Source: an optimization exercise on an open RTL-to-GDS flow (aim: small area and few clock cycles per item). Production flows keep margins and buffers that such runs may drop.
Only simulation tests tie the RTL to the original design; equivalence was not proved.
No activity file was given, so power comes from the tool's default toggle rates.

==> inputs of v6 <==
==> flow/design.v <==
module SpiFlash
	(
		input logic			iClk,
		input logic			iRst,
		input logic			iWr,
		input logic 		iRd,
		input logic [31:0]	iAddr,
		input logic [7:0] 	iDataIn,
		output logic [7:0]	oDataOut,
		output logic 		oDone,
		output	logic 		oSpiCs,
		output	logic		oSpiClk,
		output	logic		oSpiMosi,
		input	logic		iSpiMiso
	);
	localparam logic [8:0] CNT_START = 9'd188;
	localparam int N = 33;
	logic [8:0]   rCnt;
	logic         rCs;       
	logic         rDone;
	logic         rMosi;
	logic [N-1:0] rRing;
	logic [N-1:0] wLoad;
	wire  [31:0]  wPay = {iAddr[23:0], iDataIn};
	always_comb begin
		wLoad = '0;
		wLoad[27] = iRd;
		for (int q = 0; q < 32; q++)
			wLoad[(8*q + 2) % N] = wPay[31-q];
	end
	wire wLatch = rCnt[2:0] == 3'd0;                
	wire wCapt  = rCnt[8] & (rCnt[2:0] == 3'd3);    
	wire wEnd   = &rCnt[8:2];                       
	always_ff @(posedge iClk or posedge iRst) begin
		if (iRst) begin
			rCs   <= 1'b1;
			rDone <= 1'b0;
		end else begin
			rCs   <= rCs ? ~(iRd | iWr) : wEnd;
			rDone <= ~rCs & wEnd;
		end
	end
	wire wCmdLow = ~rCnt[8] & ~(&rCnt[7:3]);        
	wire wCmd6   = ~rCnt[8] & (&rCnt[7:4]) & ~rCnt[3];
	always_ff @(posedge iClk) begin
		rCnt <= rCs ? CNT_START : rCnt + 9'd1;
		if (rCs)
			rRing <= wLoad;
		else begin
			rRing <= {rRing[0], rRing[N-1:1]};
			if (wCapt)
				rRing[29] <= iSpiMiso;
		end
		if (wLatch)
			rMosi <= wCmdLow ? wCmd6 : rRing[0];
	end
	assign oSpiMosi = rMosi;
	assign oSpiClk  = rCnt[2] | rCs;
	assign oSpiCs   = rCs;
	assign oDone    = rDone;
	assign oDataOut = {rRing[5], rRing[13], rRing[21], rRing[29],
	                   rRing[4], rRing[12], rRing[20], rRing[28]};
endmodule
==> flow/run.sh <==
#!/bin/bash
# synth_recipe.tcl (not shown) runs the flow's synth.tcl, then flattens the netlist and writes it again
# the make line also repeats each setting of config.mk as NAME=value (left out here)
make -C /OpenROAD-flow-scripts/flow DESIGN_CONFIG=/design/flow/config.mk WORK_HOME=/design/flow/orfs CLKGATE_MAP_FILE= SYNTH_SCRIPT=/design/flow/synth_recipe.tcl finish
==> flow/config.mk <==
export PLATFORM = sky130hd
export DESIGN_NAME = SpiFlash
export DESIGN_NICKNAME = SpiFlash
export VERILOG_FILES = /design/flow/design.v
export SDC_FILE = /design/flow/constraint.sdc
export NUM_CORES = 4
export LEC_CHECK = 0
export CAP_MARGIN = 20
export CORE_MARGIN = 2
export CORE_UTILIZATION = 40
export SLEW_MARGIN = 20
==> flow/constraint.sdc <==
create_clock -name core_clock -period 10.0 [get_ports {iClk}]
set_input_delay 2.0000 -clock core_clock [delete_from_list [all_inputs] [get_ports {iClk}]]
set_output_delay 2.0000 -clock core_clock [all_outputs]
set_load 0.01 [all_outputs]
==> v17 (differences from v6) <==
==> flow/design.v, changed modules only <==
module SpiFlash
	(
		input logic			iClk,
		input logic			iRst,
		input logic			iWr,
		input logic 		iRd,
		input logic [31:0]	iAddr,
		input logic [7:0] 	iDataIn,
		output logic [7:0]	oDataOut,
		output logic 		oDone,
		output	logic 		oSpiCs,
		output	logic		oSpiClk,
		output	logic		oSpiMosi,
		input	logic		iSpiMiso
	);
	localparam int N = 33;
	logic [3:0]   rPh;
	logic [5:0]   rBit;
	logic         rCs;       
	logic         rBusy;     
	logic         rMosi;
	logic [N-1:0] rRing;
	logic [N-1:0] wLoad;
	wire  [31:0]  wPay = {iAddr[23:0], iDataIn};
	always_comb begin
		wLoad = '0;
		wLoad[27] = iRd;
		for (int q = 0; q < 32; q++)
			wLoad[(8*q + 2) % N] = wPay[31-q];
	end
	wire wFall  = rPh[3] & ~rPh[2];                 
	wire wLatch = ~rPh[3] & ~rPh[0];                
	wire wCapt  = rBit[5] & ~rPh[3] & rPh[2];       
	wire wEnd   = (&rBit) & rPh[3] & rPh[0];        
	wire wStart = ~rBusy & (iRd | iWr);             
	always_ff @(posedge iClk or posedge iRst) begin
		if (iRst) begin
			rCs   <= 1'b1;
			rBusy <= 1'b0;
		end else begin
			rCs   <= rCs ? ~wStart : wEnd;
			rBusy <= ~rCs | wStart;
		end
	end
	wire wCmdLow = ~rBit[5] & ~(&rBit[4:0]);        
	wire wCmd6   = ~rBit[5] & (&rBit[4:1]) & ~rBit[0];
	always_ff @(posedge iClk) begin
		rPh  <= rCs ? 4'b1111 : {rPh[2:0], ~rPh[3]};
		rBit <= rCs ? 6'd23 : rBit + {5'd0, wFall};
		rRing <= ~((wLoad | {N{rBusy}}) & ({rRing[0], rRing[N-1:1]} | {N{rCs}}));
		if (rBusy & wCapt)
			rRing[29] <= ~iSpiMiso;
		if (wLatch)
			rMosi <= wCmdLow ? wCmd6 : ~rRing[0];
	end
	assign oSpiMosi = rMosi;
	assign oSpiClk  = rPh[3] | rCs;
	assign oSpiCs   = rCs;
	assign oDone    = rCs & rBusy;
	assign oDataOut = {rRing[5], rRing[13], rRing[21], rRing[29],
	                   rRing[4], rRing[12], rRing[20], rRing[28]};
endmodule
==> flow/flow/run.sh (new file) <==
#!/bin/bash
# Standard synthesis, then the standard ORFS layout with two changes:
# the port buffers are the smallest buffer cell, and CTS adds no dummy loads.
set -euo pipefail
bash standard.sh synth > synth.log 2>&1
bash standard.sh \
  "BUFFER_PORTS_ARGS=-buffer_cell sky130_fd_sc_hd__buf_1" \
  "CTS_ARGS=-sink_clustering_enable -repair_clock_nets -dont_use_dummy_load" \
  finish > layout.log 2>&1
==> flow/standard.sh (new file) <==
#!/bin/bash
# synth_recipe.tcl (not shown) runs the flow's synth.tcl, then flattens the netlist and writes it again
# the make line also repeats each setting of config.mk as NAME=value (left out here)
make -C /OpenROAD-flow-scripts/flow DESIGN_CONFIG=/design/flow/config.mk WORK_HOME=/design/flow/orfs CLKGATE_MAP_FILE= SYNTH_SCRIPT=/design/flow/synth_recipe.tcl "${@:-finish}"
Settings changed: CAP_MARGIN 20 to 5, CORE_AREA from default to 2.5 2.5 59.5 59.5, CORE_MARGIN 2 to default, CORE_UTILIZATION 40 to default, DIE_AREA from default to 0 0 62 62, GPL_TIMING_DRIVEN from default to 0, SLEW_MARGIN 20 to 5.
removed: flow/run.sh
==> v10 (differences from v6) <==
==> flow/design.v, changed modules only <==
module SpiFlash
	(
		input logic			iClk,
		input logic			iRst,
		input logic			iWr,
		input logic 		iRd,
		input logic [31:0]	iAddr,
		input logic [7:0] 	iDataIn,
		output logic [7:0]	oDataOut,
		output logic 		oDone,
		output	logic 		oSpiCs,
		output	logic		oSpiClk,
		output	logic		oSpiMosi,
		input	logic		iSpiMiso
	);
	localparam int N = 33;
	logic [3:0]   rPh;
	logic [5:0]   rBit;
	logic         rCs;       
	logic         rBusy;     
	logic         rMosi;
	logic [N-1:0] rRing;
	logic [N-1:0] wLoad;
	wire  [31:0]  wPay = {iAddr[23:0], iDataIn};
	always_comb begin
		wLoad = '0;
		wLoad[27] = iRd;
		for (int q = 0; q < 32; q++)
			wLoad[(8*q + 2) % N] = wPay[31-q];
	end
	wire wFall  = rPh[3] & ~rPh[2];                 
	wire wLatch = ~rPh[3] & ~rPh[0];                
	wire wCapt  = rBit[5] & ~rPh[3] & rPh[2];       
	wire wEnd   = (&rBit) & rPh[3] & rPh[0];        
	wire wStart = ~rBusy & (iRd | iWr);             
	always_ff @(posedge iClk or posedge iRst) begin
		if (iRst) begin
			rCs   <= 1'b1;
			rBusy <= 1'b0;
		end else begin
			rCs   <= rCs ? ~wStart : wEnd;
			rBusy <= ~rCs | wStart;
		end
	end
	wire wCmdLow = ~rBit[5] & ~(&rBit[4:0]);        
	wire wCmd6   = ~rBit[5] & (&rBit[4:1]) & ~rBit[0];
	always_ff @(posedge iClk) begin
		rPh  <= rCs ? 4'b1111 : {rPh[2:0], ~rPh[3]};
		rBit <= rCs ? 6'd23 : rBit + {5'd0, wFall};
		rRing <= ~((wLoad | {N{rBusy}}) & ({rRing[0], rRing[N-1:1]} | {N{rCs}}));
		if (rBusy & wCapt)
			rRing[29] <= ~iSpiMiso;
		if (wLatch)
			rMosi <= wCmdLow ? wCmd6 : ~rRing[0];
	end
	assign oSpiMosi = rMosi;
	assign oSpiClk  = rPh[3] | rCs;
	assign oSpiCs   = rCs;
	assign oDone    = rCs & rBusy;
	assign oDataOut = {rRing[5], rRing[13], rRing[21], rRing[29],
	                   rRing[4], rRing[12], rRing[20], rRing[28]};
endmodule
==> flow/flow/run.sh (new file) <==
#!/bin/bash
# Standard synthesis, then the standard ORFS layout with two changes:
# the port buffers are the smallest buffer cell, and CTS adds no dummy loads.
set -euo pipefail
bash standard.sh synth > synth.log 2>&1
bash standard.sh \
  "BUFFER_PORTS_ARGS=-buffer_cell sky130_fd_sc_hd__buf_1" \
  "CTS_ARGS=-sink_clustering_enable -repair_clock_nets -dont_use_dummy_load" \
  finish > layout.log 2>&1
==> flow/standard.sh (new file) <==
#!/bin/bash
# synth_recipe.tcl (not shown) runs the flow's synth.tcl, then flattens the netlist and writes it again
# the make line also repeats each setting of config.mk as NAME=value (left out here)
make -C /OpenROAD-flow-scripts/flow DESIGN_CONFIG=/design/flow/config.mk WORK_HOME=/design/flow/orfs CLKGATE_MAP_FILE= SYNTH_SCRIPT=/design/flow/synth_recipe.tcl "${@:-finish}"
Settings changed: CORE_AREA from default to 2.5 2.5 65.5 65.5, CORE_MARGIN 2 to default, CORE_UTILIZATION 40 to default, DIE_AREA from default to 0 0 68 68.
removed: flow/run.sh
==> v18 (differences from v6) <==
==> flow/design.v, changed modules only <==
module SpiFlash
	(
		input logic			iClk,
		input logic			iRst,
		input logic			iWr,
		input logic 		iRd,
		input logic [31:0]	iAddr,
		input logic [7:0] 	iDataIn,
		output logic [7:0]	oDataOut,
		output logic 		oDone,
		output	logic 		oSpiCs,
		output	logic		oSpiClk,
		output	logic		oSpiMosi,
		input	logic		iSpiMiso
	);
	localparam int N = 33;
	logic [3:0]   rPh;
	logic [5:0]   rBit;
	logic         rCs;       
	logic         rBusy;     
	logic         rMosi;
	logic [N-1:0] rRing;
	logic [N-1:0] wLoad;
	wire  [31:0]  wPay = {iAddr[23:0], iDataIn};
	always_comb begin
		wLoad = '0;
		wLoad[27] = iRd;
		for (int q = 0; q < 32; q++)
			wLoad[(8*q + 2) % N] = wPay[31-q];
	end
	wire wFall  = rPh[3] & ~rPh[2];                 
	wire wLatch = ~rPh[3] & ~rPh[0];                
	wire wCapt  = rBit[5] & ~rPh[3] & rPh[2];       
	wire wEnd   = (&rBit) & rPh[3] & rPh[0];        
	wire wStart = ~rBusy & (iRd | iWr);             
	always_ff @(posedge iClk or posedge iRst) begin
		if (iRst) begin
			rCs   <= 1'b1;
			rBusy <= 1'b0;
		end else begin
			rCs   <= rCs ? ~wStart : wEnd;
			rBusy <= ~rCs | wStart;
		end
	end
	wire wCmdLow = ~rBit[5] & ~(&rBit[4:0]);        
	wire wCmd6   = ~rBit[5] & (&rBit[4:1]) & ~rBit[0];
	always_ff @(posedge iClk) begin
		rPh  <= rCs ? 4'b1111 : {rPh[2:0], ~rPh[3]};
		rBit <= rCs ? 6'd23 : rBit + {5'd0, wFall};
		rRing <= ~((wLoad | {N{rBusy}}) & ({rRing[0], rRing[N-1:1]} | {N{rCs}}));
		if (rBusy & wCapt)
			rRing[29] <= ~iSpiMiso;
		if (wLatch)
			rMosi <= wCmdLow ? wCmd6 : ~rRing[0];
	end
	assign oSpiMosi = rMosi;
	assign oSpiClk  = rPh[3] | rCs;
	assign oSpiCs   = rCs;
	assign oDone    = rCs & rBusy;
	assign oDataOut = {rRing[5], rRing[13], rRing[21], rRing[29],
	                   rRing[4], rRing[12], rRing[20], rRing[28]};
endmodule
==> flow/flow/run.sh (new file) <==
#!/bin/bash
# Standard synthesis, then the standard ORFS layout with two changes:
# the port buffers are the smallest buffer cell, and CTS adds no dummy loads.
set -euo pipefail
bash standard.sh synth > synth.log 2>&1
bash standard.sh \
  "BUFFER_PORTS_ARGS=-buffer_cell sky130_fd_sc_hd__buf_1" \
  "CTS_ARGS=-sink_clustering_enable -repair_clock_nets -dont_use_dummy_load" \
  finish > layout.log 2>&1
==> flow/standard.sh (new file) <==
#!/bin/bash
# synth_recipe.tcl (not shown) runs the flow's synth.tcl, then flattens the netlist and writes it again
# the make line also repeats each setting of config.mk as NAME=value (left out here)
make -C /OpenROAD-flow-scripts/flow DESIGN_CONFIG=/design/flow/config.mk WORK_HOME=/design/flow/orfs CLKGATE_MAP_FILE= SYNTH_SCRIPT=/design/flow/synth_recipe.tcl "${@:-finish}"
Settings changed: CORE_AREA from default to 2.5 2.5 59.5 59.5, CORE_MARGIN 2 to default, CORE_UTILIZATION 40 to default, DIE_AREA from default to 0 0 62 62, GPL_TIMING_DRIVEN from default to 0.
removed: flow/run.sh
==> run summary <==
Clock skew: v6 is lower than v18 (0.0072 ns). Against v18, the global-route usage of v10 is lower by 4.5 points. Against v10, the power of v6 is higher by about 6%. In synthesized cell count, v10 and v17 do not differ. Of v10 and v18, v18 has the higher hold slack (gap 0.015 ns). Combinational power: v6 is lower than v18 (about 3%). Worst setup slack: v6 is worse than v17 (0.78 ns).
Testbench counts of v6, summed over its fixed seeds: cycles 155,028, items 480.
Testbench counts of v17, summed over its fixed seeds: cycles 155,028, items 480.
Testbench counts of v10, summed over its fixed seeds: cycles 155,028, items 480.
Testbench counts of v18, summed over its fixed seeds: cycles 155,028, items 480.

========
==> 12-27 <==
RTL: one of the versions met above, not the one the previous note started from.
Design SpiFlash, start of the top module:
module SpiFlash
	(
		input logic			iClk,
		input logic			iRst,
		input logic			iWr,
		input logic 		iRd,
		input logic [31:0]	iAddr,
		input logic [7:0] 	iDataIn,
		output logic [7:0]	oDataOut,
		output logic 		oDone,
		output	logic 		oSpiCs,
		output	logic		oSpiClk,
		output	logic		oSpiMosi,
		input	logic		iSpiMiso
	);
	localparam int N = 33;
	logic [3:0]   rPh;
	logic [5:0]   rBit;
	logic         rCs;       
	logic         rBusy;     
	logic         rMosi;
	logic [N-1:0] rRing;
	logic [N-1:0] wLoad;
	wire  [31:0]  wPay = {iAddr[23:0], iDataIn};
	always_comb begin
		wLoad = '0;
		wLoad[27] = iRd;
		for (int q = 0; q < 32; q++)
			wLoad[(8*q + 2) % N] = wPay[31-q];
	end
	wire wFall  = rPh[3] & ~rPh[2];                 
	wire wLatch = ~rPh[3] & ~rPh[0];                
	wire wCapt  = rBit[5] & ~rPh[3] & rPh[2];       
	wire wEnd   = (&rBit) & rPh[3] & rPh[0];        
	wire wStart = ~rBusy & (iRd | iWr);             
	always_ff @(posedge iClk or posedge iRst) begin
		if (iRst) begin
			rCs   <= 1'b1;
			rBusy <= 1'b0;
		end else begin
			rCs   <= rCs ? ~wStart : wEnd;
			rBusy <= ~rCs | wStart;
		end
	end
	wire wCmdLow = ~rBit[5] & ~(&rBit[4:0]);        
	wire wCmd6   = ~rBit[5] & (&rBit[4:1]) & ~rBit[0];
	always_ff @(posedge iClk) begin
		rPh  <= rCs ? 4'b1111 : {rPh[2:0], ~rPh[3]};
		rBit <= rCs ? 6'd23 : rBit + {5'd0, wFall};
		rRing <= ~((wLoad | {N{rBusy}}) & ({rRing[0], rRing[N-1:1]} | {N{rCs}}));
		if (rBusy & wCapt)
			rRing[29] <= ~iSpiMiso;
		if (wLatch)
			rMosi <= wCmdLow ? wCmd6 : ~rRing[0];
	end
	assign oSpiMosi = rMosi;
	assign oSpiClk  = rPh[3] | rCs;
	assign oSpiCs   = rCs;
	assign oDone    = rCs & rBusy;
	assign oDataOut = {rRing[5], rRing[13], rRing[21], rRing[29],
	                   rRing[4], rRing[12], rRing[20], rRing[28]};
endmodule
==> module SpiFlash, before the edit <==
module SpiFlash
	(
		input logic			iClk,
		input logic			iRst,
		input logic			iWr,
		input logic 		iRd,
		input logic [31:0]	iAddr,
		input logic [7:0] 	iDataIn,
		output logic [7:0]	oDataOut,
		output logic 		oDone,
		output	logic 		oSpiCs,
		output	logic		oSpiClk,
		output	logic		oSpiMosi,
		input	logic		iSpiMiso
	);
	localparam int N = 33;
	logic [3:0]   rPh;
	logic [5:0]   rBit;
	logic         rCs;       
	logic         rBusy;     
	logic         rMosi;
	logic [N-1:0] rRing;
	logic [N-1:0] wLoad;
	wire  [31:0]  wPay = {iAddr[23:0], iDataIn};
	always_comb begin
		wLoad = '0;
		wLoad[27] = iRd;
		for (int q = 0; q < 32; q++)
			wLoad[(8*q + 2) % N] = wPay[31-q];
	end
	wire wFall  = rPh[3] & ~rPh[2];                 
	wire wLatch = ~rPh[3] & ~rPh[0];                
	wire wCapt  = rBit[5] & ~rPh[3] & rPh[2];       
	wire wEnd   = (&rBit) & rPh[3] & rPh[0];        
	wire wStart = ~rBusy & (iRd | iWr);             
	always_ff @(posedge iClk or posedge iRst) begin
		if (iRst) begin
			rCs   <= 1'b1;
			rBusy <= 1'b0;
		end else begin
			rCs   <= rCs ? ~wStart : wEnd;
			rBusy <= ~rCs | wStart;
		end
	end
	wire wCmdLow = ~rBit[5] & ~(&rBit[4:0]);        
	wire wCmd6   = ~rBit[5] & (&rBit[4:1]) & ~rBit[0];
	always_ff @(posedge iClk) begin
		rPh  <= rCs ? 4'b1111 : {rPh[2:0], ~rPh[3]};
		rBit <= rCs ? 6'd23 : rBit + {5'd0, wFall};
		rRing <= ~((wLoad | {N{rBusy}}) & ({rRing[0], rRing[N-1:1]} | {N{rCs}}));
		if (rBusy & wCapt)
			rRing[29] <= ~iSpiMiso;
		if (wLatch)
			rMosi <= wCmdLow ? wCmd6 : ~rRing[0];
	end
	assign oSpiMosi = rMosi;
	assign oSpiClk  = rPh[3] | rCs;
	assign oSpiCs   = rCs;
	assign oDone    = rCs & rBusy;
	assign oDataOut = {rRing[5], rRing[13], rRing[21], rRing[29],
	                   rRing[4], rRing[12], rRing[20], rRing[28]};
endmodule
export LEC_CHECK = 0
export CAP_MARGIN = 20
export CORE_AREA = 2.2 2.2 57.8 57.8
export DIE_AREA = 0 0 60 60
export SLEW_MARGIN = 20
create_clock -name core_clock -period 10.0 [get_ports {iClk}]
standard.sh (not shown) runs the stock make flow with config.mk's settings and CLKGATE_MAP_FILE= SYNTH_SCRIPT=/design/flow/synth_recipe.tcl, a recipe that flattens the netlist after the stock synthesis.
==> flow/flow/run.sh <==
#!/bin/bash
# Standard synthesis, then the standard ORFS layout with two changes:
# the port buffers are the smallest buffer cell, and CTS adds no dummy loads.
set -euo pipefail
bash standard.sh synth > synth.log 2>&1
bash standard.sh \
  "BUFFER_PORTS_ARGS=-buffer_cell sky130_fd_sc_hd__buf_1" \
  "CTS_ARGS=-sink_clustering_enable -repair_clock_nets -dont_use_dummy_load" \
  finish > layout.log 2>&1
==> 05-24 (differences from 12-27) <==
==> flow/design.v (replaced) <==
module SpiFlash
	(
		input logic			iClk,
		input logic			iRst,
		input logic			iWr,
		input logic 		iRd,
		input logic [31:0]	iAddr,
		input logic [7:0] 	iDataIn,
		output logic [7:0]	oDataOut,
		output logic 		oDone,
		output	logic 		oSpiCs,
		output	logic		oSpiClk,
		output	logic		oSpiMosi,
		input	logic		iSpiMiso
	);
	localparam logic [8:0] CNT_START = 9'd188;
	localparam int N = 33;
	logic [8:0]   rCnt;
	logic         rCs;       
	logic         rBusy;     
	logic         rMosi;
	logic [N-1:0] rRing;
	logic [N-1:0] wLoad;
	wire  [31:0]  wPay = {iAddr[23:0], iDataIn};
	always_comb begin
		wLoad = '0;
		wLoad[27] = iRd;
		for (int q = 0; q < 32; q++)
			wLoad[(8*q + 2) % N] = wPay[31-q];
	end
	wire wLatch = rCnt[2:0] == 3'd0;                
	wire wCapt  = rCnt[8] & (rCnt[2:0] == 3'd3);    
	wire wEnd   = &rCnt[8:2];                       
	wire wStart = ~rBusy & (iRd | iWr);             
	always_ff @(posedge iClk or posedge iRst) begin
		if (iRst) begin
			rCs   <= 1'b1;
			rBusy <= 1'b0;
		end else begin
			rCs   <= rCs ? ~wStart : wEnd;
			rBusy <= ~rCs | wStart;
		end
	end
	wire wCmdLow = ~rCnt[8] & ~(&rCnt[7:3]);        
	wire wCmd6   = ~rCnt[8] & (&rCnt[7:4]) & ~rCnt[3];
	always_ff @(posedge iClk) begin
		rCnt <= rCs ? CNT_START : rCnt + 9'd1;
		rRing <= ~((wLoad | {N{rBusy}}) & ({rRing[0], rRing[N-1:1]} | {N{rCs}}));
		if (rBusy & wCapt)
			rRing[29] <= ~iSpiMiso;
		if (wLatch)
			rMosi <= wCmdLow ? wCmd6 : ~rRing[0];
	end
	assign oSpiMosi = rMosi;
	assign oSpiClk  = rCnt[2] | rCs;
	assign oSpiCs   = rCs;
	assign oDone    = rCs & rBusy;
	assign oDataOut = {rRing[5], rRing[13], rRing[21], rRing[29],
	                   rRing[4], rRing[12], rRing[20], rRing[28]};
endmodule
==> flow/flow/run.sh (replaced) <==
#!/bin/bash
# Standard synthesis, then the standard ORFS layout with these changes:
# the port buffers are the smallest buffer cell, and CTS adds no dummy loads
# and builds the tree from small clock buffers.
set -euo pipefail
bash standard.sh synth > synth.log 2>&1
bash standard.sh \
  "BUFFER_PORTS_ARGS=-buffer_cell sky130_fd_sc_hd__buf_1" \
  "CTS_ARGS=-sink_clustering_enable -repair_clock_nets -dont_use_dummy_load -buf_list {sky130_fd_sc_hd__clkbuf_2 sky130_fd_sc_hd__clkbuf_4} -root_buf sky130_fd_sc_hd__clkbuf_4" \
  finish > layout.log 2>&1
--- a/flow/config.mk
+++ b/flow/config.mk
@@ -6,6 +6,6 @@
 export NUM_CORES = 4
 export LEC_CHECK = 0
 export CAP_MARGIN = 20
-export CORE_AREA = 2.2 2.2 57.8 57.8
-export DIE_AREA = 0 0 60 60
+export CORE_MARGIN = 2
+export CORE_UTILIZATION = 70
 export SLEW_MARGIN = 20
==> 08-03 (differences from 12-27) <==
==> flow/design.v (replaced) <==
module SpiFlash
	(
		input logic			iClk,
		input logic			iRst,
		input logic			iWr,
		input logic 		iRd,
		input logic [31:0]	iAddr,
		input logic [7:0] 	iDataIn,
		output logic [7:0]	oDataOut,
		output logic 		oDone,
		output	logic 		oSpiCs,
		output	logic		oSpiClk,
		output	logic		oSpiMosi,
		input	logic		iSpiMiso
	);
	localparam logic [8:0] CNT_START = 9'd188;
	localparam int N = 33;
	logic [8:0]   rCnt;
	logic         rCs;       
	logic         rBusy;     
	logic         rMosi;
	logic [N-1:0] rRing;
	logic [N-1:0] wLoad;
	wire  [31:0]  wPay = {iAddr[23:0], iDataIn};
	always_comb begin
		wLoad = '0;
		wLoad[27] = iRd;
		for (int q = 0; q < 32; q++)
			wLoad[(8*q + 2) % N] = wPay[31-q];
	end
	wire wLatch = rCnt[2:0] == 3'd0;                
	wire wCapt  = rCnt[8] & (rCnt[2:0] == 3'd3);    
	wire wEnd   = &rCnt[8:2];                       
	wire wStart = ~rBusy & (iRd | iWr);             
	always_ff @(posedge iClk or posedge iRst) begin
		if (iRst) begin
			rCs   <= 1'b1;
			rBusy <= 1'b0;
		end else begin
			rCs   <= rCs ? ~wStart : wEnd;
			rBusy <= ~rCs | wStart;
		end
	end
	wire wCmdLow = ~rCnt[8] & ~(&rCnt[7:3]);        
	wire wCmd6   = ~rCnt[8] & (&rCnt[7:4]) & ~rCnt[3];
	always_ff @(posedge iClk) begin
		rCnt <= rCs ? CNT_START : rCnt + 9'd1;
		rRing <= ~((wLoad | {N{rBusy}}) & ({rRing[0], rRing[N-1:1]} | {N{rCs}}));
		if (rBusy & wCapt)
			rRing[29] <= ~iSpiMiso;
		if (wLatch)
			rMosi <= wCmdLow ? wCmd6 : ~rRing[0];
	end
	assign oSpiMosi = rMosi;
	assign oSpiClk  = rCnt[2] | rCs;
	assign oSpiCs   = rCs;
	assign oDone    = rCs & rBusy;
	assign oDataOut = {rRing[5], rRing[13], rRing[21], rRing[29],
	                   rRing[4], rRing[12], rRing[20], rRing[28]};
endmodule
==> flow/run.sh (new file) <==
#!/bin/bash
# synth_recipe.tcl (not shown) runs the flow's synth.tcl, then flattens the netlist and writes it again
# the make line also repeats each setting of config.mk as NAME=value (left out here)
make -C /OpenROAD-flow-scripts/flow DESIGN_CONFIG=/design/flow/config.mk WORK_HOME=/design/flow/orfs CLKGATE_MAP_FILE= SYNTH_SCRIPT=/design/flow/synth_recipe.tcl finish
--- a/flow/config.mk
+++ b/flow/config.mk
@@ -6,6 +6,6 @@
 export NUM_CORES = 4
 export LEC_CHECK = 0
 export CAP_MARGIN = 20
-export CORE_AREA = 2.2 2.2 57.8 57.8
-export DIE_AREA = 0 0 60 60
+export CORE_MARGIN = 2
+export CORE_UTILIZATION = 40
 export SLEW_MARGIN = 20
removed: flow/flow/run.sh
removed: flow/standard.sh
==> flow_summary.yaml <==
finish:
  design_area_sq_um: 2080
  reg_top3: "rRing x33, rCnt x9"
  multi_input_comb_cells: 74
  nets: 230
cts:
  clkSinkCount: 45
synth:
  synth_fp_nets: 191
  synthArstFlopShare: 0.0444
outcome:
  status: "no timing/DRC/antenna violations"
die:
  core-area_sq_um: 3660
  die_w_um: 65.5
grt:
  grt_max_degree: 49
worst_setup_path:
  critPathMaxStageDelay_ns: 1.06
power:
  p_leak_nw: 0.811
(the above is from 08-03)
==> flow_summary.yaml <==
worst_setup_path:
  critPathMaxStageDelay_ns: 1.06
synth:
  synth_fp_nets: 191
finish:
  antennaDiodeCount: 0
  nets: 229
  reg_top3: "rRing x33, rCnt x9"
  design_area_sq_um: 1670
outcome:
  status: "no timing/DRC/antenna violations"
die:
  die_w_um: 50.5
  core-area_sq_um: 2000
power:
  power_frac_clock: 0.118
  p_leak_nw: 0.644
cts:
  clkSinkCount: 45
grt:
  grt_max_degree: 49
(the above is from 05-24)
==> flow_summary.yaml <==
outcome:
  status: "no timing/DRC/antenna violations"
grt:
  met1_usage: 0.198
  grt_max_degree: 50
cts:
  clkSinkCount: 46
die:
  die_w_um: 60
synth:
  synth_fp_nets: 179
placed_design:
  dpl_worst_slack_ns: 6.59
power:
  p_leak_nw: 0.638
worst_setup_path:
  critPathMaxStageDelay_ns: 1.05
finish:
  nets: 218
  reg_top3: "rRing x33, rBit x6, rPh x4"
(the above is from 12-27)
Testbench counts of 12-27, summed over its fixed seeds: cycles 155,028, items 480.
Testbench counts of 05-24, summed over its fixed seeds: cycles 155,028, items 480.
Testbench counts of 08-03, summed over its fixed seeds: cycles 155,028, items 480.

## port drivers added, routing unchanged
How much do the figures lean on ideal ports? The routed layouts below were timed once more, with nothing changed but the port constraints.
Step 1: set_driving_cell puts a clkbuf_16 on iClk and a buf_2 on each other input, an assumption about the parent block.
Step 2 times the ports against the registers' clock, not the clock port: input delays grow and output delays shrink by t, the midpoint of the rising clock arrivals with the driver on.
Three values: no drivers, after step 1, after step 2; two values: the first two.
run | t, ns | setup slack, ns | pins driven straight from the clock port
v6 | 0.312 | 5.824 / 5.798 / 6.110 | 1
v17 | 0.366 | 6.604 / 6.582 / 6.948 | 1
v10 | 0.302 | 6.269 / 6.245 / 6.548 | 1
v18 | 0.366 | 6.604 / 6.582 / 6.948 | 1
12-27 | 0.354 | 6.249 / 6.227 / 6.581 | 1
05-24 | 0.345 | 6.195 / 6.175 / 6.520 | 1
08-03 | 0.311 | 5.889 / 5.864 / 6.176 | 1
After both steps setup and hold are still met in every run listed.
